From an optimization exercise on the open Yosys and OpenROAD flow, aimed at small area and a short achievable clock period; shortcuts taken in it are not production practice. Function was checked by simulation only, so behaviour that the tests miss may differ from the original. Power figures rest on the tool's default switching activity, not on a simulated workload.

[config.mk]
export PLATFORM = sky130hd
export DESIGN_NAME = reduce_prime2r
export DESIGN_NICKNAME = reduce_prime2r
export VERILOG_FILES = /design/flow/design.v
export SDC_FILE = /design/flow/constraint.sdc
export NUM_CORES = 4
export LEC_CHECK = 0
export CAP_MARGIN = 20
export CORE_MARGIN = 2
export CORE_UTILIZATION = 40
export SLEW_MARGIN = 20
[constraint.sdc]
create_clock -name core_clock -period 5.3 [get_ports {clk}]
set_input_delay 1.0600 -clock core_clock [delete_from_list [all_inputs] [get_ports {clk}]]
set_output_delay 1.0600 -clock core_clock [all_outputs]
set_load 0.01 [all_outputs]
[design.v]
module reduce_prime2r(
    input               clk,rst_n,
    input [69:0]        c,
    output reg [24:0]   res
    );
  wire n1;
  wire n2;
  wire n3;
  wire n4;
  wire n5;
  wire n6;
  wire n7;
  wire n8;
  wire n9;
  wire n10;
  wire n11;
  wire n12;
  wire n13;
  wire n14;
  wire n15;
  wire n16;
  wire n17;
  wire n18;
  wire n19;
  wire n20;
  wire n21;
  wire n22;
  wire n23;
  wire n24;
  wire n25;
  wire n26;
  wire n27;
  wire n28;
  wire n29;
  wire n30;
  wire n31;
  wire n32;
  wire n33;
  wire n34;
  wire n35;
  wire n36;
  wire n37;
  wire n38;
  wire n39;
  wire n40;
  wire n41;
  wire n42;
  wire n43;
  wire n44;
  wire n45;
  wire n46;
  wire n47;
  wire n48;
  wire n49;
  wire n50;
  wire n51;
  wire n52;
  wire n53;
  wire n54;
  wire n55;
  wire n56;
  wire n57;
  wire n58;
  wire n59;
  wire n60;
  wire n61;
  wire n62;
  wire n63;
  wire n64;
  wire n65;
  wire n66;
  wire n67;
  wire n68;
  wire n69;
  wire n70;
  wire n71;
  wire n72;
  wire n73;
  wire n74;
  wire n75;
  wire n76;
  wire n77;
  wire n78;
  wire n79;
  wire n80;
  wire n81;
  wire n82;
  wire n83;
  wire n84;
  wire n85;
  wire n86;
  wire n87;
  wire n88;
  wire n89;
  wire n90;
  wire n91;
  wire n92;
  wire n93;
  wire n94;
  wire n95;
  wire n96;
  wire n97;
  wire n98;
  wire n99;
  wire n100;
  wire n101;
  wire n102;
  wire n103;
  wire n104;
  wire n105;
  wire n106;
  wire n107;
  wire n108;
  wire n109;
  wire n110;
  wire n111;
  wire n112;
  wire n113;
  wire n114;
  wire n115;
  wire n116;
  wire n117;
  wire n118;
  wire n119;
  wire n120;
  wire n121;
  wire n122;
  wire n123;
  wire n124;
  wire n125;
  wire n126;
  wire n127;
  wire n128;
  wire n129;
  wire n130;
  wire n131;
  wire n132;
  wire n133;
  wire n134;
  wire n135;
  wire n136;
  wire n137;
  wire n138;
  wire n139;
  wire n140;
  wire n141;
  wire n142;
  wire n143;
  wire n144;
  wire n145;
  wire n146;
  wire n147;
  wire n148;
  wire n149;
  wire n150;
  wire n151;
  wire n152;
  wire n153;
  wire n154;
  wire n155;
  wire n156;
  wire n157;
  wire n158;
  wire n159;
  wire n160;
  wire n161;
  wire n162;
  wire n163;
  wire n164;
  wire n165;
  wire n166;
  wire n167;
  wire n168;
  wire n169;
  wire n170;
  wire n171;
  wire n172;
  wire n173;
  wire n174;
  wire n175;
  wire n176;
  wire n177;
  wire n178;
  wire n179;
  wire n180;
  wire n181;
  wire n182;
  wire n183;
  wire n184;
  wire n185;
  wire n186;
  wire n187;
  wire n188;
  wire n189;
  wire n190;
  wire n191;
  wire n192;
  wire n193;
  wire n194;
  wire n195;
  wire n196;
  wire n197;
  wire n198;
  wire n199;
  wire n200;
  wire n201;
  wire n202;
  wire n203;
  wire n204;
  wire n205;
  wire n206;
  wire n207;
  wire n208;
  wire n209;
  wire n210;
  wire n211;
  wire n212;
  wire n213;
  wire n214;
  wire n215;
  wire n216;
  wire n217;
  wire n218;
  wire n219;
  wire n220;
  wire n221;
  wire n222;
  wire n223;
  wire n224;
  wire n225;
  wire n226;
  wire n227;
  wire n228;
  wire n229;
  wire n230;
  wire n231;
  wire n232;
  wire n233;
  wire n234;
  wire n235;
  wire n236;
  wire n237;
  wire n238;
  wire n239;
  wire n240;
  wire n241;
  wire n242;
  wire n243;
  wire n244;
  wire n245;
  wire n246;
  wire n247;
  wire n248;
  wire n249;
  wire n250;
  wire n251;
  wire n252;
  wire n253;
  wire n254;
  wire n255;
  wire n256;
  wire n257;
  wire n258;
  wire n259;
  wire n260;
  wire n261;
  wire n262;
  wire n263;
  wire n264;
  wire n265;
  wire n266;
  wire n267;
  wire n268;
  wire n269;
  wire n270;
  wire n271;
  wire n272;
  wire n273;
  wire n274;
  wire n275;
  wire n276;
  wire n277;
  wire n278;
  wire n279;
  wire n280;
  wire n281;
  wire n282;
  wire n283;
  wire n284;
  wire n285;
  wire n286;
  wire n287;
  wire n288;
  wire n289;
  wire n290;
  wire n291;
  wire n292;
  wire n293;
  wire n294;
  wire n295;
  wire n296;
  wire n297;
  wire n298;
  wire n299;
  wire n300;
  wire n301;
  wire n302;
  wire n303;
  wire n304;
  wire n305;
  wire n306;
  wire n307;
  wire n308;
  wire n309;
  wire n310;
  wire n311;
  wire n312;
  wire n313;
  wire n314;
  assign n1 = ~c[30];
  assign n2 = c[6] ^ c[24] ^ n1;
  assign n3 = (c[6] & c[24]) | (c[6] & n1) | (c[24] & n1);
  assign n4 = ~c[31];
  assign n5 = c[7] ^ c[25] ^ n4;
  assign n6 = (c[7] & c[25]) | (c[7] & n4) | (c[25] & n4);
  assign n7 = ~c[32];
  assign n8 = c[8] ^ c[26] ^ n7;
  assign n9 = (c[8] & c[26]) | (c[8] & n7) | (c[26] & n7);
  assign n10 = ~c[33];
  assign n11 = c[9] ^ c[27] ^ n10;
  assign n12 = (c[9] & c[27]) | (c[9] & n10) | (c[27] & n10);
  assign n13 = ~c[34];
  assign n14 = c[10] ^ c[28] ^ n13;
  assign n15 = (c[10] & c[28]) | (c[10] & n13) | (c[28] & n13);
  assign n16 = ~c[35];
  assign n17 = c[11] ^ c[29] ^ n16;
  assign n18 = (c[11] & c[29]) | (c[11] & n16) | (c[29] & n16);
  assign n19 = ~c[36];
  assign n20 = c[12] ^ c[30] ^ n19;
  assign n21 = (c[12] & c[30]) | (c[12] & n19) | (c[30] & n19);
  assign n22 = ~c[37];
  assign n23 = c[13] ^ c[31] ^ n22;
  assign n24 = (c[13] & c[31]) | (c[13] & n22) | (c[31] & n22);
  assign n25 = ~c[38];
  assign n26 = c[14] ^ c[32] ^ n25;
  assign n27 = (c[14] & c[32]) | (c[14] & n25) | (c[32] & n25);
  assign n28 = ~c[39];
  assign n29 = c[15] ^ c[33] ^ n28;
  assign n30 = (c[15] & c[33]) | (c[15] & n28) | (c[33] & n28);
  assign n31 = ~c[40];
  assign n32 = c[16] ^ c[34] ^ n31;
  assign n33 = (c[16] & c[34]) | (c[16] & n31) | (c[34] & n31);
  assign n34 = ~c[41];
  assign n35 = c[17] ^ c[35] ^ n34;
  assign n36 = (c[17] & c[35]) | (c[17] & n34) | (c[35] & n34);
  assign n37 = ~c[42];
  assign n38 = c[18] ^ c[36] ^ n37;
  assign n39 = (c[18] & c[36]) | (c[18] & n37) | (c[36] & n37);
  assign n40 = ~c[43];
  assign n41 = c[19] ^ c[37] ^ n40;
  assign n42 = (c[19] & c[37]) | (c[19] & n40) | (c[37] & n40);
  assign n43 = ~c[44];
  assign n44 = c[20] ^ c[38] ^ n43;
  assign n45 = (c[20] & c[38]) | (c[20] & n43) | (c[38] & n43);
  assign n46 = ~c[45];
  assign n47 = c[21] ^ c[39] ^ n46;
  assign n48 = (c[21] & c[39]) | (c[21] & n46) | (c[39] & n46);
  assign n49 = ~c[46];
  assign n50 = c[22] ^ c[40] ^ n49;
  assign n51 = (c[22] & c[40]) | (c[22] & n49) | (c[40] & n49);
  assign n52 = ~c[47];
  assign n53 = c[23] ^ c[41] ^ n52;
  assign n54 = (c[23] & c[41]) | (c[23] & n52) | (c[41] & n52);
  assign n55 = c[0] ^ c[24];
  assign n56 = c[0] & ~c[24];
  assign n57 = ~c[48];
  assign n58 = n57 ^ c[42] ^ n55;
  assign n59 = (n57 & c[42]) | (n57 & n55) | (c[42] & n55);
  assign n60 = ~c[25];
  assign n61 = c[1] ^ n60 ^ c[49];
  assign n62 = (c[1] & n60) | (c[1] & c[49]) | (n60 & c[49]);
  assign n63 = n40 ^ n56 ^ n61;
  assign n64 = (n40 & n56) | (n40 & n61) | (n56 & n61);
  assign n65 = ~c[26];
  assign n66 = c[2] ^ n65 ^ c[50];
  assign n67 = (c[2] & n65) | (c[2] & c[50]) | (n65 & c[50]);
  assign n68 = n43 ^ n62 ^ n66;
  assign n69 = (n43 & n62) | (n43 & n66) | (n62 & n66);
  assign n70 = ~c[27];
  assign n71 = c[3] ^ n70 ^ c[51];
  assign n72 = (c[3] & n70) | (c[3] & c[51]) | (n70 & c[51]);
  assign n73 = n46 ^ n67 ^ n71;
  assign n74 = (n46 & n67) | (n46 & n71) | (n67 & n71);
  assign n75 = ~c[28];
  assign n76 = c[4] ^ n75 ^ c[52];
  assign n77 = (c[4] & n75) | (c[4] & c[52]) | (n75 & c[52]);
  assign n78 = n49 ^ n72 ^ n76;
  assign n79 = (n49 & n72) | (n49 & n76) | (n72 & n76);
  assign n80 = ~c[29];
  assign n81 = c[5] ^ n80 ^ c[53];
  assign n82 = (c[5] & n80) | (c[5] & c[53]) | (n80 & c[53]);
  assign n83 = n52 ^ n77 ^ n81;
  assign n84 = (n52 & n77) | (n52 & n81) | (n77 & n81);
  assign n85 = c[54] ^ c[42];
  assign n86 = c[54] | c[42];
  assign n87 = n2 ^ n54 ^ n82;
  assign n88 = (n2 & n54) | (n2 & n82) | (n54 & n82);
  assign n89 = ~n85;
  assign n90 = n89 ^ n87 ^ n84;
  assign n91 = (n89 & n87) | (n89 & n84) | (n87 & n84);
  assign n92 = n57 ^ c[55] ^ c[43];
  assign n93 = (n57 & c[55]) | (n57 & c[43]) | (c[55] & c[43]);
  assign n94 = n86 ^ n5 ^ n3;
  assign n95 = (n86 & n5) | (n86 & n3) | (n5 & n3);
  assign n96 = n92 ^ n88 ^ n94;
  assign n97 = (n92 & n88) | (n92 & n94) | (n88 & n94);
  assign n98 = ~c[49];
  assign n99 = n98 ^ c[56] ^ c[44];
  assign n100 = (n98 & c[56]) | (n98 & c[44]) | (c[56] & c[44]);
  assign n101 = n8 ^ n6 ^ n93;
  assign n102 = (n8 & n6) | (n8 & n93) | (n6 & n93);
  assign n103 = n99 ^ n95 ^ n101;
  assign n104 = (n99 & n95) | (n99 & n101) | (n95 & n101);
  assign n105 = ~c[50];
  assign n106 = n105 ^ c[57] ^ c[45];
  assign n107 = (n105 & c[57]) | (n105 & c[45]) | (c[57] & c[45]);
  assign n108 = n11 ^ n9 ^ n100;
  assign n109 = (n11 & n9) | (n11 & n100) | (n9 & n100);
  assign n110 = n106 ^ n102 ^ n108;
  assign n111 = (n106 & n102) | (n106 & n108) | (n102 & n108);
  assign n112 = ~c[51];
  assign n113 = n112 ^ c[58] ^ c[46];
  assign n114 = (n112 & c[58]) | (n112 & c[46]) | (c[58] & c[46]);
  assign n115 = n14 ^ n12 ^ n107;
  assign n116 = (n14 & n12) | (n14 & n107) | (n12 & n107);
  assign n117 = n113 ^ n109 ^ n115;
  assign n118 = (n113 & n109) | (n113 & n115) | (n109 & n115);
  assign n119 = ~c[52];
  assign n120 = n119 ^ c[59] ^ c[47];
  assign n121 = (n119 & c[59]) | (n119 & c[47]) | (c[59] & c[47]);
  assign n122 = n17 ^ n15 ^ n114;
  assign n123 = (n17 & n15) | (n17 & n114) | (n15 & n114);
  assign n124 = n120 ^ n116 ^ n122;
  assign n125 = (n120 & n116) | (n120 & n122) | (n116 & n122);
  assign n126 = ~c[53];
  assign n127 = c[48] ^ n126 ^ c[60];
  assign n128 = (c[48] & n126) | (c[48] & c[60]) | (n126 & c[60]);
  assign n129 = n20 ^ n18 ^ n121;
  assign n130 = (n20 & n18) | (n20 & n121) | (n18 & n121);
  assign n131 = n127 ^ n123 ^ n129;
  assign n132 = (n127 & n123) | (n127 & n129) | (n123 & n129);
  assign n133 = ~c[54];
  assign n134 = c[49] ^ n133 ^ c[61];
  assign n135 = (c[49] & n133) | (c[49] & c[61]) | (n133 & c[61]);
  assign n136 = n23 ^ n21 ^ n128;
  assign n137 = (n23 & n21) | (n23 & n128) | (n21 & n128);
  assign n138 = n134 ^ n130 ^ n136;
  assign n139 = (n134 & n130) | (n134 & n136) | (n130 & n136);
  assign n140 = ~c[55];
  assign n141 = c[50] ^ n140 ^ c[62];
  assign n142 = (c[50] & n140) | (c[50] & c[62]) | (n140 & c[62]);
  assign n143 = n26 ^ n24 ^ n135;
  assign n144 = (n26 & n24) | (n26 & n135) | (n24 & n135);
  assign n145 = n141 ^ n137 ^ n143;
  assign n146 = (n141 & n137) | (n141 & n143) | (n137 & n143);
  assign n147 = ~c[56];
  assign n148 = c[51] ^ n147 ^ c[63];
  assign n149 = (c[51] & n147) | (c[51] & c[63]) | (n147 & c[63]);
  assign n150 = n29 ^ n27 ^ n142;
  assign n151 = (n29 & n27) | (n29 & n142) | (n27 & n142);
  assign n152 = n148 ^ n144 ^ n150;
  assign n153 = (n148 & n144) | (n148 & n150) | (n144 & n150);
  assign n154 = ~c[57];
  assign n155 = c[52] ^ n154 ^ c[64];
  assign n156 = (c[52] & n154) | (c[52] & c[64]) | (n154 & c[64]);
  assign n157 = n32 ^ n30 ^ n149;
  assign n158 = (n32 & n30) | (n32 & n149) | (n30 & n149);
  assign n159 = n155 ^ n151 ^ n157;
  assign n160 = (n155 & n151) | (n155 & n157) | (n151 & n157);
  assign n161 = ~c[58];
  assign n162 = c[53] ^ n161 ^ c[65];
  assign n163 = (c[53] & n161) | (c[53] & c[65]) | (n161 & c[65]);
  assign n164 = n35 ^ n33 ^ n156;
  assign n165 = (n35 & n33) | (n35 & n156) | (n33 & n156);
  assign n166 = n162 ^ n158 ^ n164;
  assign n167 = (n162 & n158) | (n162 & n164) | (n158 & n164);
  assign n168 = ~c[59];
  assign n169 = c[54] ^ n168 ^ c[66];
  assign n170 = (c[54] & n168) | (c[54] & c[66]) | (n168 & c[66]);
  assign n171 = n38 ^ n36 ^ n163;
  assign n172 = (n38 & n36) | (n38 & n163) | (n36 & n163);
  assign n173 = n169 ^ n165 ^ n171;
  assign n174 = (n169 & n165) | (n169 & n171) | (n165 & n171);
  assign n175 = ~c[60];
  assign n176 = c[55] ^ n175 ^ c[67];
  assign n177 = (c[55] & n175) | (c[55] & c[67]) | (n175 & c[67]);
  assign n178 = n41 ^ n39 ^ n170;
  assign n179 = (n41 & n39) | (n41 & n170) | (n39 & n170);
  assign n180 = n176 ^ n172 ^ n178;
  assign n181 = (n176 & n172) | (n176 & n178) | (n172 & n178);
  assign n182 = ~c[61];
  assign n183 = c[56] ^ n182 ^ c[68];
  assign n184 = (c[56] & n182) | (c[56] & c[68]) | (n182 & c[68]);
  assign n185 = n44 ^ n42 ^ n177;
  assign n186 = (n44 & n42) | (n44 & n177) | (n42 & n177);
  assign n187 = n183 ^ n179 ^ n185;
  assign n188 = (n183 & n179) | (n183 & n185) | (n179 & n185);
  assign n189 = ~c[62];
  assign n190 = c[57] ^ n189 ^ c[69];
  assign n191 = (c[57] & n189) | (c[57] & c[69]) | (n189 & c[69]);
  assign n192 = n47 ^ n45 ^ n184;
  assign n193 = (n47 & n45) | (n47 & n184) | (n45 & n184);
  assign n194 = n190 ^ n186 ^ n192;
  assign n195 = (n190 & n186) | (n190 & n192) | (n186 & n192);
  assign n196 = c[58] ^ c[63];
  assign n197 = c[58] & ~c[63];
  assign n198 = n50 ^ n48 ^ n191;
  assign n199 = (n50 & n48) | (n50 & n191) | (n48 & n191);
  assign n200 = ~n196;
  assign n201 = n200 ^ n193 ^ n198;
  assign n202 = (n200 & n193) | (n200 & n198) | (n193 & n198);
  assign n203 = c[59] ^ c[64];
  assign n204 = c[59] & ~c[64];
  assign n205 = n197 ^ n53 ^ n51;
  assign n206 = (n197 & n53) | (n197 & n51) | (n53 & n51);
  assign n207 = ~n203;
  assign n208 = n207 ^ n199 ^ n205;
  assign n209 = (n207 & n199) | (n207 & n205) | (n199 & n205);
  assign n210 = c[60] ^ c[65];
  assign n211 = n210;
  assign n212 = n204 ^ n211;
  assign n213 = n212 ^ n206;
  assign n214 = c[0] | ~c[24];
  assign n215 = c[1] & ~c[25];
  assign n216 = c[1] ^ ~c[25];
  assign n217 = c[2] & ~c[26];
  assign n218 = c[2] ^ ~c[26];
  assign n219 = c[3] & ~c[27];
  assign n220 = c[3] ^ ~c[27];
  assign n221 = c[4] & ~c[28];
  assign n222 = c[4] ^ ~c[28];
  assign n223 = c[5] & ~c[29];
  assign n224 = c[5] ^ ~c[29];
  assign n225 = n5 & n3;
  assign n226 = n5 ^ n3;
  assign n227 = n8 & n6;
  assign n228 = n8 ^ n6;
  assign n229 = n11 & n9;
  assign n230 = n11 ^ n9;
  assign n231 = n14 & n12;
  assign n232 = n14 ^ n12;
  assign n233 = n17 & n15;
  assign n234 = n17 ^ n15;
  assign n235 = n20 & n18;
  assign n236 = n20 ^ n18;
  assign n237 = n23 & n21;
  assign n238 = n23 ^ n21;
  assign n239 = n26 & n24;
  assign n240 = n26 ^ n24;
  assign n241 = n29 & n27;
  assign n242 = n29 ^ n27;
  assign n243 = n32 & n30;
  assign n244 = n32 ^ n30;
  assign n245 = n35 & n33;
  assign n246 = n35 ^ n33;
  assign n247 = n38 & n36;
  assign n248 = n38 ^ n36;
  assign n249 = n41 & n39;
  assign n250 = n41 ^ n39;
  assign n251 = n44 & n42;
  assign n252 = n44 ^ n42;
  assign n253 = n47 & n45;
  assign n254 = n47 ^ n45;
  assign n255 = n50 & n48;
  assign n256 = n50 ^ n48;
  assign n257 = n53 & n51;
  assign n258 = n53 ^ n51;
  assign n259 = n215 | (n216 & n214);
  assign n260 = n216 & 1'b1;
  assign n261 = n219 | (n220 & n217);
  assign n262 = n220 & n218;
  assign n263 = n223 | (n224 & n221);
  assign n264 = n224 & n222;
  assign n265 = n217 | (n218 & n259);
  assign n266 = n218 & n260;
  assign n267 = n261 | (n262 & n259);
  assign n268 = n262 & n260;
  assign n269 = n221 | (n222 & n267);
  assign n270 = n222 & n268;
  assign n271 = n263 | (n264 & n267);
  assign n272 = n264 & n268;
  assign n273 = n225 | (n226 & 1'b0);
  assign n274 = n226 & n2;
  assign n275 = n229 | (n230 & n227);
  assign n276 = n230 & n228;
  assign n277 = n233 | (n234 & n231);
  assign n278 = n234 & n232;
  assign n279 = n227 | (n228 & n273);
  assign n280 = n228 & n274;
  assign n281 = n275 | (n276 & n273);
  assign n282 = n276 & n274;
  assign n283 = n231 | (n232 & n281);
  assign n284 = n232 & n282;
  assign n285 = n277 | (n278 & n281);
  assign n286 = n278 & n282;
  assign n287 = n237 | (n238 & n235);
  assign n288 = n238 & n236;
  assign n289 = n241 | (n242 & n239);
  assign n290 = n242 & n240;
  assign n291 = n245 | (n246 & n243);
  assign n292 = n246 & n244;
  assign n293 = n239 | (n240 & n287);
  assign n294 = n240 & n288;
  assign n295 = n289 | (n290 & n287);
  assign n296 = n290 & n288;
  assign n297 = n243 | (n244 & n295);
  assign n298 = n244 & n296;
  assign n299 = n291 | (n292 & n295);
  assign n300 = n292 & n296;
  assign n301 = n249 | (n250 & n247);
  assign n302 = n250 & n248;
  assign n303 = n253 | (n254 & n251);
  assign n304 = n254 & n252;
  assign n305 = n257 | (n258 & n255);
  assign n306 = n258 & n256;
  assign n307 = n251 | (n252 & n301);
  assign n308 = n252 & n302;
  assign n309 = n303 | (n304 & n301);
  assign n310 = n304 & n302;
  assign n311 = n255 | (n256 & n309);
  assign n312 = n256 & n310;
  assign n313 = n305 | (n306 & n309);
  assign n314 = n306 & n310;
  wire [24:0] wa = {n209, n202, n195, n188, n181, n174, n167, n160, n153, n146, n139, n132, n125, n118, n111, n104, n97, n91, n90, n79, n74, n69, n64, n59, n54};
  wire [24:0] wb = {n213, n208, n201, n194, n187, n180, n173, n166, n159, n152, n145, n138, n131, n124, n117, n110, n103, n96, 1'b0, n83, n78, n73, n68, n63, n58};
  wire wdg0 = n271;
  wire wdg1 = n285;
  wire wdp1 = n286;
  wire wdg2 = n299;
  wire wdp2 = n300;
  wire wdg3 = n313;
  wire wdp3 = n314;
  reg [24:0] ra, rb;
  reg rdg0, rdg1, rdp1, rdg2, rdp2, rdg3, rdp3;
  always @(posedge clk) begin
    ra <= wa; rb <= wb; rdg0 <= wdg0; rdg1 <= wdg1; rdp1 <= wdp1; rdg2 <= wdg2; rdp2 <= wdp2; rdg3 <= wdg3; rdp3 <= wdp3;
  end
  wire m1;
  wire m2;
  wire m3;
  wire m4;
  wire m5;
  wire m6;
  wire m7;
  wire m8;
  wire m9;
  wire m10;
  wire m11;
  wire m12;
  wire m13;
  wire m14;
  wire m15;
  wire m16;
  wire m17;
  wire m18;
  wire m19;
  wire m20;
  wire m21;
  wire m22;
  wire m23;
  wire m24;
  wire m25;
  wire m26;
  wire m27;
  wire m28;
  wire m29;
  wire m30;
  wire m31;
  wire m32;
  wire m33;
  wire m34;
  wire m35;
  wire m36;
  wire m37;
  wire m38;
  wire m39;
  wire m40;
  wire m41;
  wire m42;
  wire m43;
  wire m44;
  wire m45;
  wire m46;
  wire m47;
  wire m48;
  wire m49;
  wire m50;
  wire m51;
  wire m52;
  wire m53;
  wire m54;
  wire m55;
  wire m56;
  wire m57;
  wire m58;
  wire m59;
  wire m60;
  wire m61;
  wire m62;
  wire m63;
  wire m64;
  wire m65;
  wire m66;
  wire m67;
  wire m68;
  wire m69;
  wire m70;
  wire m71;
  wire m72;
  wire m73;
  wire m74;
  wire m75;
  wire m76;
  wire m77;
  wire m78;
  wire m79;
  wire m80;
  wire m81;
  wire m82;
  wire m83;
  wire m84;
  wire m85;
  wire m86;
  wire m87;
  wire m88;
  wire m89;
  wire m90;
  wire m91;
  wire m92;
  wire m93;
  wire m94;
  wire m95;
  wire m96;
  wire m97;
  wire m98;
  wire m99;
  wire m100;
  wire m101;
  wire m102;
  wire m103;
  wire m104;
  wire m105;
  wire m106;
  wire m107;
  wire m108;
  wire m109;
  wire m110;
  wire m111;
  wire m112;
  wire m113;
  wire m114;
  wire m115;
  wire m116;
  wire m117;
  wire m118;
  wire m119;
  wire m120;
  wire m121;
  wire m122;
  wire m123;
  wire m124;
  wire m125;
  wire m126;
  wire m127;
  wire m128;
  wire m129;
  wire m130;
  wire m131;
  wire m132;
  wire m133;
  wire m134;
  wire m135;
  wire m136;
  wire m137;
  wire m138;
  wire m139;
  wire m140;
  wire m141;
  wire m142;
  wire m143;
  wire m144;
  wire m145;
  wire m146;
  wire m147;
  wire m148;
  wire m149;
  wire m150;
  wire m151;
  wire m152;
  wire m153;
  wire m154;
  wire m155;
  wire m156;
  wire m157;
  wire m158;
  wire m159;
  wire m160;
  wire m161;
  wire m162;
  wire m163;
  wire m164;
  wire m165;
  wire m166;
  wire m167;
  wire m168;
  wire m169;
  wire m170;
  wire m171;
  wire m172;
  wire m173;
  wire m174;
  wire m175;
  wire m176;
  wire m177;
  wire m178;
  assign m1 = (rdg3 | (rdp3 & (rdg2 | (rdp2 & (rdg1 | (rdp1 & rdg0))))));
  assign m2 = ~ra[0] ^ ~rb[0];
  assign m3 = ~ra[0] & ~rb[0];
  assign m4 = ~ra[1] ^ rb[1];
  assign m5 = ~ra[1] & rb[1];
  assign m6 = ra[2] ^ rb[2];
  assign m7 = ra[2] & rb[2];
  assign m8 = ra[3] ^ rb[3];
  assign m9 = ra[3] & rb[3];
  assign m10 = ra[4] ^ rb[4];
  assign m11 = ra[4] & rb[4];
  assign m12 = ra[5] ^ rb[5];
  assign m13 = ra[5] & rb[5];
  assign m14 = ra[7] ^ rb[7];
  assign m15 = ra[7] & rb[7];
  assign m16 = ra[8] ^ rb[8];
  assign m17 = ra[8] & rb[8];
  assign m18 = ra[9] ^ rb[9];
  assign m19 = ra[9] & rb[9];
  assign m20 = ra[10] ^ rb[10];
  assign m21 = ra[10] & rb[10];
  assign m22 = ra[11] ^ rb[11];
  assign m23 = ra[11] & rb[11];
  assign m24 = ra[12] ^ rb[12];
  assign m25 = ra[12] & rb[12];
  assign m26 = ra[13] ^ rb[13];
  assign m27 = ra[13] & rb[13];
  assign m28 = ra[14] ^ rb[14];
  assign m29 = ra[14] & rb[14];
  assign m30 = ra[15] ^ rb[15];
  assign m31 = ra[15] & rb[15];
  assign m32 = ra[16] ^ rb[16];
  assign m33 = ra[16] & rb[16];
  assign m34 = ra[17] ^ rb[17];
  assign m35 = ra[17] & rb[17];
  assign m36 = ra[18] ^ rb[18];
  assign m37 = ra[18] & rb[18];
  assign m38 = ra[19] ^ rb[19];
  assign m39 = ra[19] & rb[19];
  assign m40 = ra[20] ^ rb[20];
  assign m41 = ra[20] & rb[20];
  assign m42 = ra[21] ^ rb[21];
  assign m43 = ra[21] & rb[21];
  assign m44 = ra[22] ^ rb[22];
  assign m45 = ra[22] & rb[22];
  assign m46 = ra[23] ^ rb[23];
  assign m47 = ra[23] & rb[23];
  assign m48 = m5 | (m4 & m3);
  assign m49 = m4 & m2;
  assign m50 = m9 | (m8 & m7);
  assign m51 = m8 & m6;
  assign m52 = m13 | (m12 & m11);
  assign m53 = m12 & m10;
  assign m54 = m7 | (m6 & m48);
  assign m55 = m6 & m49;
  assign m56 = m50 | (m51 & m48);
  assign m57 = m51 & m49;
  assign m58 = m11 | (m10 & m56);
  assign m59 = m10 & m57;
  assign m60 = m52 | (m53 & m56);
  assign m61 = m53 & m57;
  assign m62 = m3 | (m2 & ~m1);
  assign m63 = m48 | (m49 & ~m1);
  assign m64 = m54 | (m55 & ~m1);
  assign m65 = m56 | (m57 & ~m1);
  assign m66 = m58 | (m59 & ~m1);
  assign m67 = m60 | (m61 & ~m1);
  assign m68 = ra[6] | m60;
  assign m69 = ra[6] & (m60 | m61);
  assign m70 = m1 ? m68 : m69;
  assign m71 = m17 | (m16 & m15);
  assign m72 = m16 & m14;
  assign m73 = m21 | (m20 & m19);
  assign m74 = m20 & m18;
  assign m75 = m25 | (m24 & m23);
  assign m76 = m24 & m22;
  assign m77 = m29 | (m28 & m27);
  assign m78 = m28 & m26;
  assign m79 = m33 | (m32 & m31);
  assign m80 = m32 & m30;
  assign m81 = m37 | (m36 & m35);
  assign m82 = m36 & m34;
  assign m83 = m41 | (m40 & m39);
  assign m84 = m40 & m38;
  assign m85 = m45 | (m44 & m43);
  assign m86 = m44 & m42;
  assign m87 = m19 | (m18 & m71);
  assign m88 = m18 & m72;
  assign m89 = m73 | (m74 & m71);
  assign m90 = m74 & m72;
  assign m91 = m27 | (m26 & m75);
  assign m92 = m26 & m76;
  assign m93 = m77 | (m78 & m75);
  assign m94 = m78 & m76;
  assign m95 = m35 | (m34 & m79);
  assign m96 = m34 & m80;
  assign m97 = m81 | (m82 & m79);
  assign m98 = m82 & m80;
  assign m99 = m43 | (m42 & m83);
  assign m100 = m42 & m84;
  assign m101 = m85 | (m86 & m83);
  assign m102 = m86 & m84;
  assign m103 = m23 | (m22 & m89);
  assign m104 = m22 & m90;
  assign m105 = m75 | (m76 & m89);
  assign m106 = m76 & m90;
  assign m107 = m91 | (m92 & m89);
  assign m108 = m92 & m90;
  assign m109 = m93 | (m94 & m89);
  assign m110 = m94 & m90;
  assign m111 = m39 | (m38 & m97);
  assign m112 = m38 & m98;
  assign m113 = m83 | (m84 & m97);
  assign m114 = m84 & m98;
  assign m115 = m99 | (m100 & m97);
  assign m116 = m100 & m98;
  assign m117 = m101 | (m102 & m97);
  assign m118 = m102 & m98;
  assign m119 = m31 | (m30 & m109);
  assign m120 = m30 & m110;
  assign m121 = m79 | (m80 & m109);
  assign m122 = m80 & m110;
  assign m123 = m95 | (m96 & m109);
  assign m124 = m96 & m110;
  assign m125 = m97 | (m98 & m109);
  assign m126 = m98 & m110;
  assign m127 = m111 | (m112 & m109);
  assign m128 = m112 & m110;
  assign m129 = m113 | (m114 & m109);
  assign m130 = m114 & m110;
  assign m131 = m115 | (m116 & m109);
  assign m132 = m116 & m110;
  assign m133 = m117 | (m118 & m109);
  assign m134 = m118 & m110;
  assign m135 = m47 | (m46 & m133);
  assign m136 = m46 & m134;
  assign m137 = m15 | (m14 & m70);
  assign m138 = m71 | (m72 & m70);
  assign m139 = m87 | (m88 & m70);
  assign m140 = m89 | (m90 & m70);
  assign m141 = m103 | (m104 & m70);
  assign m142 = m105 | (m106 & m70);
  assign m143 = m107 | (m108 & m70);
  assign m144 = m109 | (m110 & m70);
  assign m145 = m119 | (m120 & m70);
  assign m146 = m121 | (m122 & m70);
  assign m147 = m123 | (m124 & m70);
  assign m148 = m125 | (m126 & m70);
  assign m149 = m127 | (m128 & m70);
  assign m150 = m129 | (m130 & m70);
  assign m151 = m131 | (m132 & m70);
  assign m152 = m133 | (m134 & m70);
  assign m153 = m135 | (m136 & m70);
  assign m154 = m2 ^ ~m1;
  assign m155 = m4 ^ m62;
  assign m156 = m6 ^ m63;
  assign m157 = m8 ^ m64;
  assign m158 = m10 ^ m65;
  assign m159 = m12 ^ m66;
  assign m160 = ra[6] ^ m1 ^ m67;
  assign m161 = m14 ^ m70;
  assign m162 = m16 ^ m137;
  assign m163 = m18 ^ m138;
  assign m164 = m20 ^ m139;
  assign m165 = m22 ^ m140;
  assign m166 = m24 ^ m141;
  assign m167 = m26 ^ m142;
  assign m168 = m28 ^ m143;
  assign m169 = m30 ^ m144;
  assign m170 = m32 ^ m145;
  assign m171 = m34 ^ m146;
  assign m172 = m36 ^ m147;
  assign m173 = m38 ^ m148;
  assign m174 = m40 ^ m149;
  assign m175 = m42 ^ m150;
  assign m176 = m44 ^ m151;
  assign m177 = m46 ^ m152;
  assign m178 = ra[24] ^ rb[24] ^ m1 ^ m153;
  wire [24:0] sum = {m178, m177, m176, m175, m174, m173, m172, m171, m170, m169, m168, m167, m166, m165, m164, m163, m162, m161, m160, m159, m158, m157, m156, m155, m154};
  always @(posedge clk or negedge rst_n)
    if (!rst_n) res <= 25'd0;
    else res <= sum;
endmodule
[flow/run.sh]
#!/bin/bash
set -euo pipefail
export BUFFER_PORTS_ARGS="-buffer_cell sky130_fd_sc_hd__buf_1"
bash standard.sh > standard_flow.log 2>&1
[standard.sh]
#!/bin/bash
# synth_recipe.tcl (not shown) runs the flow's synth.tcl, then flattens the netlist and writes it again
# the make line also repeats each setting of config.mk as NAME=value (left out here)
make -C /OpenROAD-flow-scripts/flow DESIGN_CONFIG=/design/flow/config.mk WORK_HOME=/design/flow/orfs CLKGATE_MAP_FILE= SYNTH_SCRIPT=/design/flow/synth_recipe.tcl "${@:-finish}"
==> run_results.csv, run 1 <==
group,metric,value,unit
status,status,"complete, no violations",
worst_setup_path,path_class,"in -> reg",
logic_synthesis,yosysWarnings,1,
worst_setup_path,critPathMaxFanout,3,
pwr,p_per_area,488,nW/um^2
worst_setup_path,critPathCaptureType,"flop",
place,place_hpwl,10500,microns
clocking,post_cts_buffers,0,
timing,drv_slew,0,
cells_and_area,multi_input_area,3170,sq um
cells_and_area,layout_common_cells,"96 x buf_1, 90 x inv_1, 82 x fa_1, 56 x dfxtp_1, 50 x ha_1",
detailed_routing,num_vias,3326,
timing,finalSetupViolations,0,
logic_synthesis,synth.net_count,647,
worst_setup_path,reg2regPathDepth,7,
logic_synthesis,synthCells,443,
cells_and_area,regArea,1750,sq um
logic_synthesis,ys_async_sr_fraction,30.9,%
cells_and_area,drive_gt1_share,3.96,%
detailed_routing,wl_per_cell,16.2,microns
worst_setup_path,critPathLaunchType,"input pin",
die,die_area,14100,sq um
die,dieHeight,119,microns
cells_and_area,syn2layout_area_growth,16.6,%
detailed_routing,viasPerCell,4.57,
logic_synthesis,yosysSeqAreaShare,33.2,%
timing,worst_slew_pin_slew,0.504,ns
pwr,vdd_ir_drop_max,151,uV
timing,clock-skew-final,0.00845,ns
flow_run,maxCapViolations,0,
place,placed_area,5840,sq um
clocking,root_buffer,"clkbuf_16",
global_routing,grt_max_degree,26,
timing,max_freq,363,MHz
cells_and_area,fillers,1256,
detailed_routing,routed_wl,11800,microns
place,place_ws,2.19,ns
detailed_routing,drt-initial-drc-count,127,
global_routing,grt_pass1_wl,19200,microns
worst_setup_path,worstPathRequired,5.50,ns
global_routing,grt.total_usage,18.0,%
logic_synthesis,synth_edf_count,0,
logic_synthesis,ys_types,37,
place,gp_congestion,0.861,
logic_synthesis,syn_avg_cell_area,11.9,sq um
clocking,cts_resized,0,
cells_and_area,reg.largest.list,"ra: 25 flops, res: 25 flops, rb: 24 flops",
detailed_routing,first_pass_iters,4,
global_routing,antenna_found_initial,0,
worst_setup_path,arrival,2.95,ns
logic_synthesis,ys.flop_type,"dfxtp_1",
cells_and_area,num_antenna_cells,0,
clocking,clock_path_buffers,2,
timing,finalHoldViolations,0,
timing,timing.final.crit_period,2.75,ns
timing,relSlewSlack,66.4,%
logic_synthesis,syn-cell-area,5260,sq um
pwr,leakage,2.84,nW
clocking,cts.sinks,81,
clocking,hold_buffers,0,
place,io_buffers,96,
clocking,cts_tree,"built",
global_routing,grt-ovfl-total,0,
cells_and_area,fin_nets,755,
timing,setup_ws,2.55,ns
clocking,clock_latency,0.34,ns
timing,tns,0,ns
clocking,path_clk_slew,0.06,ns
timing,period_share,51.9,%
die,num_rows,41,
logic_synthesis,synth_seq_cells,81,
detailed_routing,drtAntennaViolNets,0,
worst_hold_path,hold_path.class,"reg -> reg",
detailed_routing,drc_errors,0,
cells_and_area,layout_commonest_cell,"buf_1",
die,io_pins,97,
die,core,12700,sq um
clocking,cts_buffers,9,
cells_and_area,final_cell_area,6130,sq um
die,die_width,119,microns
clocking,h-tree-depth,3,
die,start_util,41.3,%
cells_and_area,finish.utilization,48.2,%
timing,rsz0062_at_grt,"false",
global_routing,grt_pass1_vias,3731,
worst_hold_path,holdPathStages,1,
area by class of cell:
class | instances | area share [%]
multi-input cells | 272 | 51.7
flip-flops and latches | 81 | 28.5
repair buffers | 97 | 6.00
inverters | 90 | 5.51
clock buffers | 11 | 3.80
well taps | 172 | 3.51
clock inverters | 5 | 0.919
power breakdown:
part,switching [mW],internal (mW),leakage (nW)
Sequential,0.0796,0.878,0.762
Combinational,0.794,0.624,1.93
Clock,0.248,0.364,0.139
Total,1.12,1.87,2.84
cells in the mapped netlist (all sizes together), types with 7 or more instances:
cell,n,area share (%)
nor2,14,1.0
o21ai,16,1.6
xnor2,14,2.3
inv,90,6.4
fa,82,31
nand2b,7,0.83
nand2,11,0.79
a21oi,16,1.5
dfrtp,25,12
ha,50,12
dfxtp,56,21
a21o,9,1.3
xor2,12,2.0
cells by family after synthesis:
| group | count (synthesis) | share of synthesized area, % |
|---|---|---|
| flip-flops | 81 | 33.2 |
| AO/OA/AOI/OAI | 58 | 7.40 |
| buffers and inverters | 90 | 6.43 |
| adder cells (fa/ha/maj) | 132 | 43.1 |
| AND/OR/NAND/NOR | 55 | 5.26 |
| XOR/XNOR | 26 | 4.33 |
| multiplexers | 1 | 0.190 |
worst max-delay path, cell delays in order:
cell and delay, ns:
buf_1 0.28, inv_1 0.12, fa_1 0.56, fa_1 0.44, fa_1 0.48
metrics by stage:
stage               hold slack, ns  total power, mW  instances
floorplan                    0.441             1.99        443
global placement             0.464             2.35        712
detailed placement           0.463             2.40        712
CTS                          0.481             3.01        728
global route                 0.502             3.24        728
finish                       0.478             2.99        728
routing by layer:
metal	GRT usage, %	wire length (microns)	vias up
met3	4.10	564	17
met4	5.88	226	0
li1	-	-	1615
met5	0	0	-
met2	29.7	5660	84
met1	23.5	5360	1610
path summary, 6_finish.rpt:
path,startpoint,endpoint,slack (ns)
worst max register to register,rdp1$_DFF_P_,res[20]$_DFF_PN0_,2.68
worst min register to register,ra[6]$_DFF_P_,res[6]$_DFF_PN0_,0.48
max in group asynchronous,rst_n,res[0]$_DFF_PN0_,4.35
min in group asynchronous,rst_n,res[21]$_DFF_PN0_,0.70
worst min-delay path,ra[6]$_DFF_P_,res[6]$_DFF_PN0_,0.48
worst max-delay path,c[45],rb[21]$_DFF_P_,2.55
==> run 2, diff against run 1 <==
--- a/config.mk
+++ b/config.mk
@@ -9,3 +9,5 @@
 export CORE_MARGIN = 2
 export CORE_UTILIZATION = 40
+export CTS_BUF_LIST = sky130_fd_sc_hd__clkbuf_4 sky130_fd_sc_hd__clkbuf_8
+export SETUP_SLACK_MARGIN = 2.8
 export SLEW_MARGIN = 20
==> run 2 against run 1 <==
Net effect: highest routed layer unchanged; die area is the same; via count grew 0.72%; non-clock buffer count grew 9; critical endpoint is now rb[7]$_DFF_P_.
==> run_results.csv, run 2 <==
group,metric,value,unit
status,status,"complete, no violations",
logic_synthesis,syn-cell-area,5260,sq um
die,start_util,41.3,%
cells_and_area,fillers,1215,
global_routing,use_met2,30.4,%
logic_synthesis,ys_types,37,
die,num_rows,41,
logic_synthesis,synth_area_leaders,"fa_1 31%, dfxtp_1 21%, dfrtp_1 12%",
clocking,hold_buffers,0,
worst_setup_path,critPathMaxFanout,2,
timing,clock-skew-final,0.00700,ns
detailed_routing,num_vias,3350,
worst_setup_path,reg2regPathDepth,8,
timing,timing.final.crit_period,2.51,ns
global_routing,grt_pass1_wl,19500,microns
die,die_width,119,microns
logic_synthesis,synth.net_count,647,
logic_synthesis,ys_async_sr_fraction,30.9,%
global_routing,grt-ovfl-total,0,
logic_synthesis,yosysMostFrequentCell,"inv_1",
logic_synthesis,ys.flop_type,"dfxtp_1",
clocking,cts_buffers,9,
logic_synthesis,synth_commonest_cells,"90 x inv_1, 82 x fa_1, 56 x dfxtp_1",
global_routing,busiest_layer,"met2",
place,io_buffers,96,
pwr,leakage,2.93,nW
logic_synthesis,synth_seq_cells,81,
clocking,root_buffer,"clkbuf_8",
global_routing,grt_use_met1,24.5,%
logic_synthesis,yosysWarnings,1,
logic_synthesis,synthCells,443,
die,core,12700,sq um
clocking,clock_latency,0.37,ns
timing,worst_slew_pin_slew,0.566,ns
worst_hold_path,worstHoldEndpoint,"res[6]$_DFF_PN0_",
worst_hold_path,hold_path.class,"reg -> reg",
timing,drv_slew,0,
global_routing,grt_use_met3,3.28,%
detailed_routing,first_pass_iters,4,
detailed_routing,viasPerCell,4.55,
global_routing,antenna_found_initial,0,
cells_and_area,regArea,1750,sq um
cells_and_area,final_cell_area,6390,sq um
worst_setup_path,r2r-start,"ra[8]$_DFF_P_",
clocking,h-tree-depth,3,
detailed_routing,drc_errors,0,
die,dieHeight,119,microns
cells_and_area,layout_commonest_cell,"inv_1",
worst_setup_path,path_class,"in -> reg",
cells_and_area,num_antenna_cells,0,
detailed_routing,drtAntennaViolNets,0,
clocking,clock_path_buffers,2,
logic_synthesis,synth_edf_count,0,
pwr,vdd_ir_drop_max,133,uV
timing,tns,0,ns
clocking,path_clk_slew,0.08,ns
timing,max_freq,399,MHz
global_routing,grt.total_usage,18.4,%
cells_and_area,reg.largest.list,"ra: 25 flops, res: 25 flops, rb: 24 flops",
die,io_pins,97,
logic_synthesis,synth_top_area_share,31.2,%
timing,finalSetupViolations,0,
timing,period_share,47.3,%
timing,relSlewSlack,62.1,%
worst_hold_path,timing.hold.worst.start,"ra[6]$_DFF_P_",
clocking,cts.sinks,81,
detailed_routing,wl_per_cell,16.5,microns
cells_and_area,fin_nets,764,
flow_run,maxCapViolations,0,
worst_hold_path,holdPathStages,1,
cells_and_area,multi_input_area,3350,sq um
logic_synthesis,syn_avg_cell_area,11.9,sq um
place,gp_congestion,0.895,
die,die_area,14100,sq um
cells_and_area,syn2layout_area_growth,21.7,%
worst_setup_path,critPathCaptureType,"flop",
cells_and_area,drive_gt1_share,24.6,%
worst_setup_path,regToRegEndpoint,"res[23]$_DFF_PN0_",
timing,rsz0062_at_grt,"true",
logic_synthesis,synth_area_leader_cell,"fa_1",
global_routing,grt_max_degree,26,
logic_synthesis,yosysSeqAreaShare,33.2,%
worst_setup_path,critPathLaunchType,"input pin",
detailed_routing,routed_wl,12200,microns
place,place_hpwl,10600,microns
clocking,cts_tree,"built",
worst_setup_path,worstPathRequired,5.54,ns
cells_and_area,layout_common_cells,"73 x inv_1, 57 x buf_1, 51 x dfxtp_1, 48 x fa_1, 45 x ha_1",
worst_setup_path,ff2ff_setup_slack,2.87,ns
timing,finalHoldViolations,0,
worst_setup_path,arrival,2.75,ns
pwr,p_per_area,461,nW/um^2
detailed_routing,drt-initial-drc-count,94,
place,placed_area,5900,sq um
global_routing,grt_pass1_vias,3689,
run 2: cell count changes in the layout (fill, tap and decap cells not counted), sizes merged:
cell	change
bufinv	-1
inv	+1
clkbuf	+10
buf	-1
clkinvlp	-1
clkinv	+1
run 2: worst max-delay path by stage:
stage                  from                end  slack (ns)
6_report               c[7]      rb[7]$_DFF_P_        2.79
5_1_grt        rdp1$_DFF_P_  res[20]$_DFF_PN0_        2.76
4_1_cts        rdp1$_DFF_P_  res[20]$_DFF_PN0_        2.80
3_5_place_dp          c[43]       rdg3$_DFF_P_        2.25
3_3_place_gp          c[47]     rb[23]$_DFF_P_        2.26
2_1_floorplan         c[43]       rdg3$_DFF_P_        2.64
run 2: cell families after synthesis:
family          share of synthesized area [%]
compound gates                           7.40
xor+xnor                                 4.33
fa+ha+maj                                43.1
buf+inv                                  6.43
flops                                    33.2
mux                                     0.190
simple gates                             5.26
run 2: layout make-up:
| type | instances | area share [%] |
|---|---|---|
| clock buffer | 11 | 2.27 |
| clock inverter | 5 | 0.470 |
| inverter | 90 | 5.56 |
| multi-input combinational | 272 | 52.4 |
| sequential | 81 | 27.4 |
| tap | 172 | 3.37 |
| timing repair buffer | 106 | 8.55 |
run 2: what timing repair did:
action,4_1_cts,5_1_grt
resized for setup,46,64
pin swaps,12,27
buffers inserted,3,6
endpoints found under the setup margin,29,25
run 2: critical path, cell delays in order:
cell and delay (ns):
buf_2 0.14, inv_8 0.03, fa_1 0.52, inv_1 0.06
fa_1 0.51, fa_1 0.42
run 2: per-stage QoR:
| step | hold slack [ns] | setup slack, ns | util [%] | power, mW | instances |
|---|---|---|---|---|---|
| after floorplan | 0.441 | 2.64 | - | 2.00 | 443 |
| after global placement | 0.479 | 2.26 | 46.4 | 2.37 | 712 |
| after detailed placement | 0.463 | 2.25 | 46.4 | 2.43 | 712 |
| after CTS | 0.480 | 2.80 | 48.6 | 2.88 | 731 |
| after global routing | 0.496 | 2.76 | 50.3 | 3.21 | 737 |
| final | 0.476 | 2.79 | 50.3 | 2.95 | 737 |
run 2: per-layer routing:
layer,part of all wire (%),vias up
met1,46,1632
met3,3.3,16
met4,1.7,0
met2,49,69
li1,-,1633
met5,0,-
run 2: report_power, final:
part	leakage (nW)	internal (mW)	switching [mW]	total [mW]
clock network	0.0968	0.187	0.231	0.418
logic	2.07	0.720	0.843	1.56
registers	0.762	0.880	0.0878	0.967
==> run 3, diff against run 2 <==
--- a/config.mk
+++ b/config.mk
@@ -6,4 +6,5 @@
 export NUM_CORES = 4
 export LEC_CHECK = 0
+export ABC_AREA = 1
 export CAP_MARGIN = 20
 export CORE_MARGIN = 2
==> run 3 against run 2 <==
Net effect: wire length rose by 12%; count of clock-buffer cells in the layout rose by 5; via count rose by 20%; clock skew rose by 0.0037 ns; synthesized area rose by 7.1%; worst hold slack improved by 0.065 ns; largest cell class unchanged; still clean; sequential share of layout area fell by 1.1 points; combinational power rose by 5%; total power rose by 3.0%; synthesized cell count rose by 31%.
==> run_results.csv, run 3 <==
group,metric,value,unit
timing,timing.final.crit_period,2.50,ns
status,status,"complete, no violations",
worst_setup_path,critPathCaptureType,"flop",
die,io_pins,97,
clocking,h-tree-depth,3,
logic_synthesis,synth_seq_cells,81,
logic_synthesis,ys_types,24,
detailed_routing,wl_met3,743,microns
die,num_rows,43,
logic_synthesis,synth_top_family_by_area,"adder cells",
pwr,vdd_ir_drop_max,133,uV
global_routing,grt_pass1_wl,21600,microns
detailed_routing,num_vias,4029,
pwr,p_per_area,458,nW/um^2
place,io_buffers,96,
detailed_routing,drtAntennaViolNets,0,
detailed_routing,drt-initial-drc-count,227,
logic_synthesis,muxShareOfSynthArea,0,%
cells_and_area,num_antenna_cells,0,
timing,finalSetupViolations,0,
die,dieHeight,123,microns
worst_hold_path,timing.hold.worst.start,"ra[6]$_DFF_P_",
worst_hold_path,hold_path.class,"reg -> reg",
global_routing,antenna_found_initial,0,
timing,max_freq,400,MHz
clocking,path_clk_slew,0.08,ns
logic_synthesis,syn_avg_cell_area,9.72,sq um
logic_synthesis,synth_area_leader_cell,"fa_1",
logic_synthesis,yosysWarnings,1,
place,gp_congestion,0.884,
worst_setup_path,worstPathRequired,5.55,ns
clocking,cts.sinks,81,
logic_synthesis,syn-cell-area,5630,sq um
worst_setup_path,path_class,"in -> reg",
clocking,clock_path_buffers,2,
die,die_area,15000,sq um
logic_synthesis,ys_async_sr_fraction,30.9,%
cells_and_area,fin_nets,894,
logic_synthesis,synth_compound_area_share,3.96,%
cells_and_area,layout_commonest_cell,"inv_1",
worst_setup_path,critPathMaxFanout,3,
global_routing,grt_pass1_vias,4264,
detailed_routing,viasPerCell,4.60,
timing,clock-skew-final,0.0107,ns
cells_and_area,syn2layout_area_growth,17.7,%
die,core,13800,sq um
logic_synthesis,synth_area_leaders,"fa_1 29%, dfxtp_1 20%, dfrtp_1 11%",
worst_setup_path,ff2ff_setup_slack,3.15,ns
timing,relSlewSlack,76.7,%
detailed_routing,drt-met1-wl,6000,microns
logic_synthesis,synthCells,579,
clocking,clock_latency,0.37,ns
detailed_routing,routed_wl,13600,microns
worst_setup_path,regToRegEndpoint,"res[8]$_DFF_PN0_",
clocking,cts_buffers,9,
logic_synthesis,synth.net_count,783,
pwr,leakage,3.33,nW
clocking,hold_buffers,0,
cells_and_area,fillers,1306,
timing,worst_slew_pin_slew,0.350,ns
clocking,cts_tree,"built",
clocking,root_buffer,"clkbuf_8",
logic_synthesis,synthXorXnorAreaFrac,1.87,%
global_routing,grt-ovfl-total,0,
worst_setup_path,r2r-start,"ra[1]$_DFF_P_",
detailed_routing,wl_per_cell,15.5,microns
logic_synthesis,yosysSeqAreaShare,31.0,%
detailed_routing,first_pass_iters,4,
logic_synthesis,yosys.area_share.adder,40.3,%
timing,tns,0,ns
logic_synthesis,ys.flop_type,"dfxtp_1",
flow_run,maxCapViolations,0,
logic_synthesis,yosysMostFrequentCell,"inv_1",
worst_hold_path,holdPathStages,2,
cells_and_area,reg.largest.list,"ra: 25 flops, res: 25 flops, rb: 24 flops",
cells_and_area,layout_common_cells,"119 x inv_1, 115 x nand2_1, 56 x buf_1, 56 x dfxtp_1, 52 x fa_1",
worst_setup_path,arrival,2.74,ns
worst_setup_path,critPathLaunchType,"input pin",
die,start_util,40.7,%
timing,period_share,47.1,%
detailed_routing,wl_met2,6550,microns
worst_hold_path,worstHoldEndpoint,"res[6]$_DFF_PN0_",
global_routing,grt.total_usage,19.9,%
global_routing,grt_max_degree,26,
detailed_routing,drc_errors,0,
worst_setup_path,reg2regPathDepth,13,
logic_synthesis,synth_commonest_cells,"130 x inv_1, 115 x nand2_1, 82 x fa_1",
timing,drv_slew,0,
cells_and_area,finish.utilization,47.9,%
die,die_width,123,microns
logic_synthesis,synth_edf_count,0,
detailed_routing,top_layer,"met4",
place,place_hpwl,11900,microns
cells_and_area,drive_gt1_share,17.6,%
timing,finalHoldViolations,0,
logic_synthesis,synthSimpleGateAreaFrac,13.8,%
logic_synthesis,synth_top_area_share,29.2,%
timing,rsz0062_at_grt,"true",
[run 3: worst max path at each step]
stage | startpoint | endpoint
2_1_floorplan | c[7] | rb[7]$_DFF_P_
3_3_place_gp | c[47] | rb[23]$_DFF_P_
3_5_place_dp | c[47] | rb[23]$_DFF_P_
4_1_cts | c[47] | rb[23]$_DFF_P_
5_1_grt | c[23] | rb[23]$_DFF_P_
6_report | c[24] | ra[6]$_DFF_P_
[run 3: metrics by stage]
stage	instance area (sq um)	setup WS, ns	std cells	power [mW]	hold slack [ns]
2_1_floorplan	5680	2.62	579	2.17	0.474
3_3_place_gp	6250	2.23	855	2.53	0.524
3_5_place_dp	6250	2.22	855	2.59	0.529
4_1_cts	6510	2.77	872	3.06	0.537
5_1_grt	6630	2.79	875	3.36	0.563
6_report	6630	2.80	875	3.04	0.541
[run 3: cell type report]
cell class                      instances  area [sq um]  share of cell area [%]
Clock buffer                           16           195                    2.95
Tap cell                              180           225                    3.40
Timing Repair Buffer                  101           507                    7.65
Multi-Input combinational cell        367          3450                    52.1
Inverter                              130           503                    7.59
Sequential cell                        81          1750                    26.4
[run 3: power by group]
group	leakage [nW]	internal [mW]	total [mW]	switching, mW
Combinational	2.46	0.633	1.64	1.00
Sequential	0.768	0.870	0.945	0.0742
Clock	0.105	0.231	0.454	0.223
Total	3.33	1.73	3.04	1.30
[run 3: what timing repair did]
| item | in CTS | in global routing |
|---|---|---|
| gates resized for setup | 38 | 47 |
| setup endpoints to repair | 22 | 16 |
| pin swaps | 4 | 18 |
| buffers inserted | 1 | 3 |
[run 3: critical path, cell delays in order]
cell and delay (ns):
buf_1 0.21, fa_2 0.52, fa_1 0.52, fa_2 0.43
[run 3: metal layers]
| layer | track usage, % | vias up |
|---|---|---|
| met5 | 0 | - |
| met4 | 7.47 | 0 |
| met3 | 4.14 | 18 |
| met2 | 32.8 | 132 |
| met1 | 25.7 | 1913 |
| li1 | - | 1966 |
[run 3: logic make-up (layout without fill, tap and decap cells)]
logic type,count (synthesis),count (layout)
compound gates,39,39
xor+xnor,12,12
fa+ha+maj,132,132
buf+inv,131,247
flops,81,81
simple gates,184,184
==> run 4, diff against run 3 <==
--- a/config.mk
+++ b/config.mk
@@ -6,9 +6,8 @@
 export NUM_CORES = 4
 export LEC_CHECK = 0
-export ABC_AREA = 1
 export CAP_MARGIN = 20
 export CORE_MARGIN = 2
 export CORE_UTILIZATION = 40
 export CTS_BUF_LIST = sky130_fd_sc_hd__clkbuf_4 sky130_fd_sc_hd__clkbuf_8
-export SETUP_SLACK_MARGIN = 2.8
+export SETUP_SLACK_MARGIN = 3.0
 export SLEW_MARGIN = 20
==> run 4 against run 3 <==
Net effect: synthesized area down 6.6%; clock skew down 0.0039 ns; synthesized cell count down 23%; first-iteration DRC count down 57%.
==> run_results.csv, run 4 <==
group,metric,value,unit
clocking,cts_tree,"built",
logic_synthesis,synth_area_leader_cell,"fa_1",
worst_hold_path,hold_path.class,"reg -> reg",
detailed_routing,wl_per_cell,15.8,microns
logic_synthesis,yosysMostFrequentCell,"inv_1",
timing,setup_ws,2.79,ns
cells_and_area,num_antenna_cells,0,
detailed_routing,wl_met2,5810,microns
die,core,12700,sq um
pwr,total_power,3.15,mW
cells_and_area,drive_gt1_share,31.7,%
logic_synthesis,synth_edf_count,0,
cells_and_area,layout_commonest_cell,"inv_1",
global_routing,grt-ovfl-total,0,
pwr,p_per_area,458,nW/um^2
logic_synthesis,synth_top_area_share,31.2,%
detailed_routing,wl_met3,537,microns
worst_setup_path,path_class,"in -> reg",
clocking,h-tree-depth,3,
timing,finalHoldViolations,0,
detailed_routing,viasPerCell,4.56,
status,status,"complete, no violations",
place,gp_congestion,0.868,
worst_setup_path,r2r-start,"ra[9]$_DFF_P_",
timing,period_share,47.3,%
detailed_routing,routed_wl,11900,microns
logic_synthesis,yosysSeqAreaShare,33.2,%
detailed_routing,drt-met1-wl,5330,microns
timing,finalSetupViolations,0,
timing,relSlewSlack,73.4,%
logic_synthesis,ys_types,37,
worst_setup_path,arrival,2.75,ns
logic_synthesis,ys_async_sr_fraction,30.9,%
cells_and_area,reg.largest.list,"ra: 25 flops, res: 25 flops, rb: 24 flops",
timing,timing.final.crit_period,2.51,ns
timing,clock-skew-final,0.00677,ns
die,dieHeight,119,microns
logic_synthesis,syn-cell-area,5260,sq um
clocking,clock_latency,0.36,ns
cells_and_area,fin_nets,779,
place,io_buffers,96,
timing,holdWs,0.495,ns
logic_synthesis,synth_area_leaders,"fa_1 31%, dfxtp_1 21%, dfrtp_1 12%",
cells_and_area,stdcell_count,752,
clocking,path_clk_slew,0.08,ns
worst_setup_path,critPathMaxFanout,2,
place,place_hpwl,10100,microns
worst_setup_path,worstPathRequired,5.55,ns
clocking,clock_path_buffers,2,
die,die_area,14100,sq um
worst_hold_path,timing.hold.worst.start,"ra[6]$_DFF_P_",
die,start_util,41.3,%
detailed_routing,drc_errors,0,
logic_synthesis,synthCells,443,
global_routing,grt.total_usage,17.7,%
detailed_routing,num_vias,3426,
place,place_ws,2.20,ns
global_routing,antenna_found_initial,0,
timing,max_freq,399,MHz
detailed_routing,drtAntennaViolNets,0,
pwr,leakage,3.13,nW
global_routing,grt_max_degree,26,
flow_run,maxCapViolations,0,
detailed_routing,top_layer,"met4",
cells_and_area,syn2layout_area_growth,30.7,%
place,dp.cells,712,
timing,worst_slew_pin_slew,0.398,ns
timing,rsz0062_at_grt,"true",
worst_setup_path,critPathCaptureType,"flop",
detailed_routing,first_pass_iters,4,
clocking,cts.sinks,81,
logic_synthesis,ys.flop_type,"dfxtp_1",
die,io_pins,97,
clocking,hold_buffers,0,
timing,drv_slew,0,
logic_synthesis,synth_commonest_cells,"90 x inv_1, 82 x fa_1, 56 x dfxtp_1",
die,die_width,119,microns
clocking,root_buffer,"clkbuf_8",
cells_and_area,layout_common_cells,"65 x inv_1, 52 x dfxtp_1, 44 x ha_1, 44 x buf_1, 42 x fa_1",
logic_synthesis,synth_seq_cells,81,
worst_setup_path,startpoint,"c[31]",
worst_setup_path,critPathLaunchType,"input pin",
logic_synthesis,yosysWarnings,1,
pwr,vdd_ir_drop_max,153,uV
global_routing,grt_pass1_wl,18900,microns
logic_synthesis,synth.net_count,647,
timing,tns,0,ns
detailed_routing,drt-initial-drc-count,98,
die,num_rows,41,
global_routing,grt_pass1_vias,3735,
logic_synthesis,syn_avg_cell_area,11.9,sq um
clocking,cts_buffers,9,
## run 4: changes by cell type after synthesis, sizes merged, moves of 3 or more
cell,before,now
a21o,0,9
a21oi,25,16
a221o,0,3
inv,130,90
nand2,130,11
nand2b,0,7
nand3,26,3
nand4,0,5
nor2,23,14
nor2b,0,5
o21ai,4,16
xnor2,5,14
xor2,7,12
## run 4: critical path: stages
cell   delay (ns)
buf_8        0.10
fa_1         0.49
buf_4        0.16
fa_2         0.52
fa_2         0.42
## run 4: final cells by class
| cell class | instances | area (sq um) |
|---|---|---|
| clock inverters | 2 | 60.1 |
| fillers | 1120 | 5850 |
| repair buffers | 121 | 885 |
| flip-flops and latches | 81 | 1750 |
| well taps | 172 | 215 |
| multi-input cells | 272 | 3400 |
| inverters | 90 | 375 |
| clock buffers | 14 | 180 |
## run 4: logic make-up (layout without fill, tap and decap cells)
family	Yosys count	count (layout)	share of synthesized area (%)
mux	1	1	0.190
flops	81	81	33.2
simple gates	55	55	5.26
xor+xnor	26	26	4.33
buf+inv	90	227	6.43
compound gates	58	58	7.40
fa+ha+maj	132	132	43.1
## run 4: power by group
group	internal, mW	switching (mW)
sequential	0.879	0.0909
combinational	0.791	0.856
clock	0.315	0.217
## run 4: path summary, 6_finish.rpt
path | end | slack (ns) | cells past startpoint
setup / recovery | rb[13]$_DFF_P_ | 2.79 | 5
hold / removal | res[6]$_DFF_PN0_ | 0.49 | 1
setup reg to reg | res[24]$_DFF_PN0_ | 2.88 | 8
hold reg to reg | res[6]$_DFF_PN0_ | 0.49 | 1
max in group asynchronous | res[23]$_DFF_PN0_ | 4.38 | 2
min in group asynchronous | res[11]$_DFF_PN0_ | 0.68 | 2
## run 4: what timing repair did
item | CTS | global route
buffers inserted | 15 | 9
endpoints found under the setup margin | 47 | 51
gates cloned | 0 | 0
resized for setup | 125 | 77
endpoints found under the hold margin | 0 | 0
pin swaps | 28 | 37
## run 4: metal layers
metal / GRT usage [%] / up-vias
li1: - / 1669
met1: 22.8 / 1664
met2: 29.7 / 79
met3: 3.91 / 14
met4: 5.80 / 0
met5: 0 / -
## run 4: through the flow
step / cell area, sq um / utilization (%)
3_5_place_dp: 5920 / 46.6
6_report: 6870 / 54.0
4_1_cts: 6550 / 51.5
3_3_place_gp: 5920 / 46.6
5_1_grt: 6870 / 54.0
2_1_floorplan: 5340 / -
==> run 5, diff against run 4 <==
--- a/config.mk
+++ b/config.mk
@@ -9,5 +9,4 @@
 export CORE_MARGIN = 2
 export CORE_UTILIZATION = 40
-export CTS_BUF_LIST = sky130_fd_sc_hd__clkbuf_4 sky130_fd_sc_hd__clkbuf_8
-export SETUP_SLACK_MARGIN = 3.0
+export SETUP_SLACK_MARGIN = 2.8
 export SLEW_MARGIN = 20
==> run 5 against run 4 <==
Net effect: synthesized cell count stayed put; sequential share of layout area is 0.94 points higher; critical path type unchanged; sequential power hardly changed; largest power group unchanged; final area is 3.5% lower; critical endpoint is now rb[21]$_DFF_P_; count of clock-buffer cells in the layout is 3 lower; global-route usage is 0.59 points higher; worst setup slack worse by 0.017 ns; worst hold slack worse by 0.022 ns; clock skew is 0.00053 ns lower; core utilization is 1.9 points lower.
==> run_results.csv, run 5 <==
group,metric,value,unit
worst_setup_path,crit_slowest_cell,"fa_2",
logic_synthesis,synth.net_count,647,
worst_setup_path,cp_num_buf_inv,1,
worst_setup_path,arrival,2.80,ns
timing,finalSetupViolations,0,
timing,tns,0,ns
logic_synthesis,ys_types,37,
logic_synthesis,synth_top_area_share,31.2,%
logic_synthesis,synth_edf_count,0,
cells_and_area,syn2layout_area_growth,26.2,%
logic_synthesis,ys.flop_type,"dfxtp_1",
logic_synthesis,syn-cell-area,5260,sq um
place,place_hpwl,10600,microns
clocking,cts_buffers,9,
cells_and_area,reg.largest.list,"ra: 25 flops, res: 25 flops, rb: 24 flops",
status,status,"complete, no violations",
clocking,clock_latency,0.34,ns
detailed_routing,drt-initial-drc-count,113,
cells_and_area,drive_gt1_share,27.6,%
logic_synthesis,yosysWarnings,1,
timing,period_share,47.6,%
detailed_routing,wl_per_cell,16.5,microns
cells_and_area,multi_input_area,3360,sq um
cells_and_area,layout_common_cells,"66 x inv_1, 52 x buf_1, 51 x dfxtp_1, 45 x ha_1, 43 x fa_1",
clocking,cts_tree,"built",
worst_setup_path,cpPeakStageDelay,0.60,ns
detailed_routing,viasPerCell,4.58,
clocking,cts.sinks,81,
detailed_routing,routed_wl,12200,microns
die,dieHeight,119,microns
die,io_pins,97,
worst_setup_path,r2r-start,"ra[8]$_DFF_P_",
logic_synthesis,synth_seq_cells,81,
timing,max_freq,397,MHz
detailed_routing,num_vias,3386,
pwr,leakage,3.02,nW
clocking,root_buffer,"clkbuf_16",
logic_synthesis,syn_avg_cell_area,11.9,sq um
pwr,vdd_ir_drop_max,168,uV
worst_setup_path,critical_path.top_delay_family,"adder cells",
global_routing,grt.total_usage,18.3,%
die,core,12700,sq um
detailed_routing,drtAntennaViolNets,0,
pwr,p_per_area,470,nW/um^2
global_routing,grt_pass1_wl,19500,microns
cells_and_area,regArea,1750,sq um
pwr,total_power,3.12,mW
die,start_util,41.3,%
flow_run,maxCapViolations,0,
worst_setup_path,startpoint,"c[21]",
die,die_width,119,microns
worst_setup_path,path_class,"in -> reg",
worst_hold_path,hold_path.class,"reg -> reg",
global_routing,grt_pass1_vias,3730,
timing,finalHoldViolations,0,
global_routing,grt_max_degree,26,
die,die_area,14100,sq um
worst_setup_path,path_cells,"buf_6 -> fa_1 -> fa_1 -> fa_2",
logic_synthesis,ys_async_sr_fraction,30.9,%
worst_hold_path,timing.hold.worst.start,"ra[6]$_DFF_P_",
global_routing,antenna_found_initial,0,
cells_and_area,fillers,1188,
die,num_rows,41,
place,gp_congestion,0.895,
global_routing,grt-ovfl-total,0,
cells_and_area,layout_commonest_cell,"inv_1",
cells_and_area,fin_nets,767,
detailed_routing,first_pass_iters,6,
detailed_routing,drc_errors,0,
logic_synthesis,synth_area_leader_cell,"fa_1",
worst_setup_path,critPathMaxFanout,2,
worst_setup_path,critPathLaunchType,"input pin",
timing,drv_slew,0,
cells_and_area,num_antenna_cells,0,
logic_synthesis,synth_commonest_cells,"90 x inv_1, 82 x fa_1, 56 x dfxtp_1",
worst_setup_path,critPathMostFrequentCell,"fa_1",
timing,clock-skew-final,0.00624,ns
logic_synthesis,yosysSeqAreaShare,33.2,%
clocking,clock_path_buffers,2,
timing,relSlewSlack,63.1,%
place,io_buffers,96,
worst_setup_path,worstPathRequired,5.58,ns
clocking,h-tree-depth,3,
timing,worst_slew_pin_slew,0.551,ns
clocking,path_clk_slew,0.06,ns
logic_synthesis,synth_area_leaders,"fa_1 31%, dfxtp_1 21%, dfrtp_1 12%",
logic_synthesis,yosysMostFrequentCell,"inv_1",
timing,timing.final.crit_period,2.52,ns
worst_setup_path,critPathCaptureType,"flop",
timing,rsz0062_at_grt,"true",
logic_synthesis,synthCells,443,
## run 5: changes by cell type in the layout (fill, tap and decap cells not counted), moves of 6 or more
cell	previous run	this run
clkbuf_8	12	1
buf_1	44	52
buf_6	25	9
buf_2	11	17
buf_4	30	16
clkbuf_16	0	9
## run 5: worst paths after layout
path | endpoint | slack (ns) | cells past startpoint
max in group asynchronous | res[15]$_DFF_PN0_ | 4.36 | 2
hold reg to reg | res[6]$_DFF_PN0_ | 0.47 | 1
min in group asynchronous | res[0]$_DFF_PN0_ | 0.70 | 2
hold / removal | res[6]$_DFF_PN0_ | 0.47 | 1
setup reg to reg | res[23]$_DFF_PN0_ | 2.86 | 8
setup / recovery | rb[21]$_DFF_P_ | 2.78 | 4
## run 5: layout make-up
class	instances	share of cell area, %
multi-input combinational	272	50.6
sequential	81	26.4
timing repair buffer	109	10.1
inverter	90	5.51
clock buffer	11	3.66
tap	172	3.25
clock inverter	5	0.453
## run 5: timing repair
| action | in CTS | in global routing |
|---|---|---|
| gates resized for setup | 85 | 63 |
| pin swaps | 24 | 35 |
| endpoints found under the setup margin | 32 | 26 |
| buffers inserted | 6 | 6 |
| hold buffers | 0 | 0 |
## run 5: logic make-up after synthesis
kind of cell               count (synthesis)  synth area share [%]
buffers and inverters                     90                  6.43
xor gates and xnor gates                  26                  4.33
adders and majority gates                132                  43.1
AOI/OAI and AO/OA                         58                  7.40
muxes                                      1                 0.190
DFF                                       81                  33.2
and+or+nand+nor                           55                  5.26
## run 5: routing by layer
layer | GRT usage [%] | part of all wire, % | vias to the layer above
li1 | - | - | 1645
met1 | 24.1 | 45 | 1646
met2 | 30.4 | 50 | 80
met3 | 3.62 | 3.8 | 15
met4 | 6.03 | 1.5 | 0
met5 | 0 | 0 | -
## run 5: report_power, final
part	leakage (nW)	switching [mW]	total, mW	internal (mW)
Clock	0.140	0.250	0.579	0.329
Combinational	2.12	0.837	1.57	0.731
Sequential	0.762	0.0881	0.969	0.881
## run 5: stage by stage
| stage | setup WS, ns | utilization, % | cells | area, sq um | hold slack, ns |
|---|---|---|---|---|---|
| after floorplan | 2.64 | - | 443 | 5320 | 0.441 |
| after global placement | 2.26 | 46.4 | 712 | 5900 | 0.479 |
| after detailed placement | 2.25 | 46.4 | 712 | 5900 | 0.463 |
| after CTS | 2.80 | 50.1 | 734 | 6380 | 0.475 |
| after global routing | 2.76 | 52.1 | 740 | 6630 | 0.490 |
| final | 2.78 | 52.1 | 740 | 6630 | 0.473 |
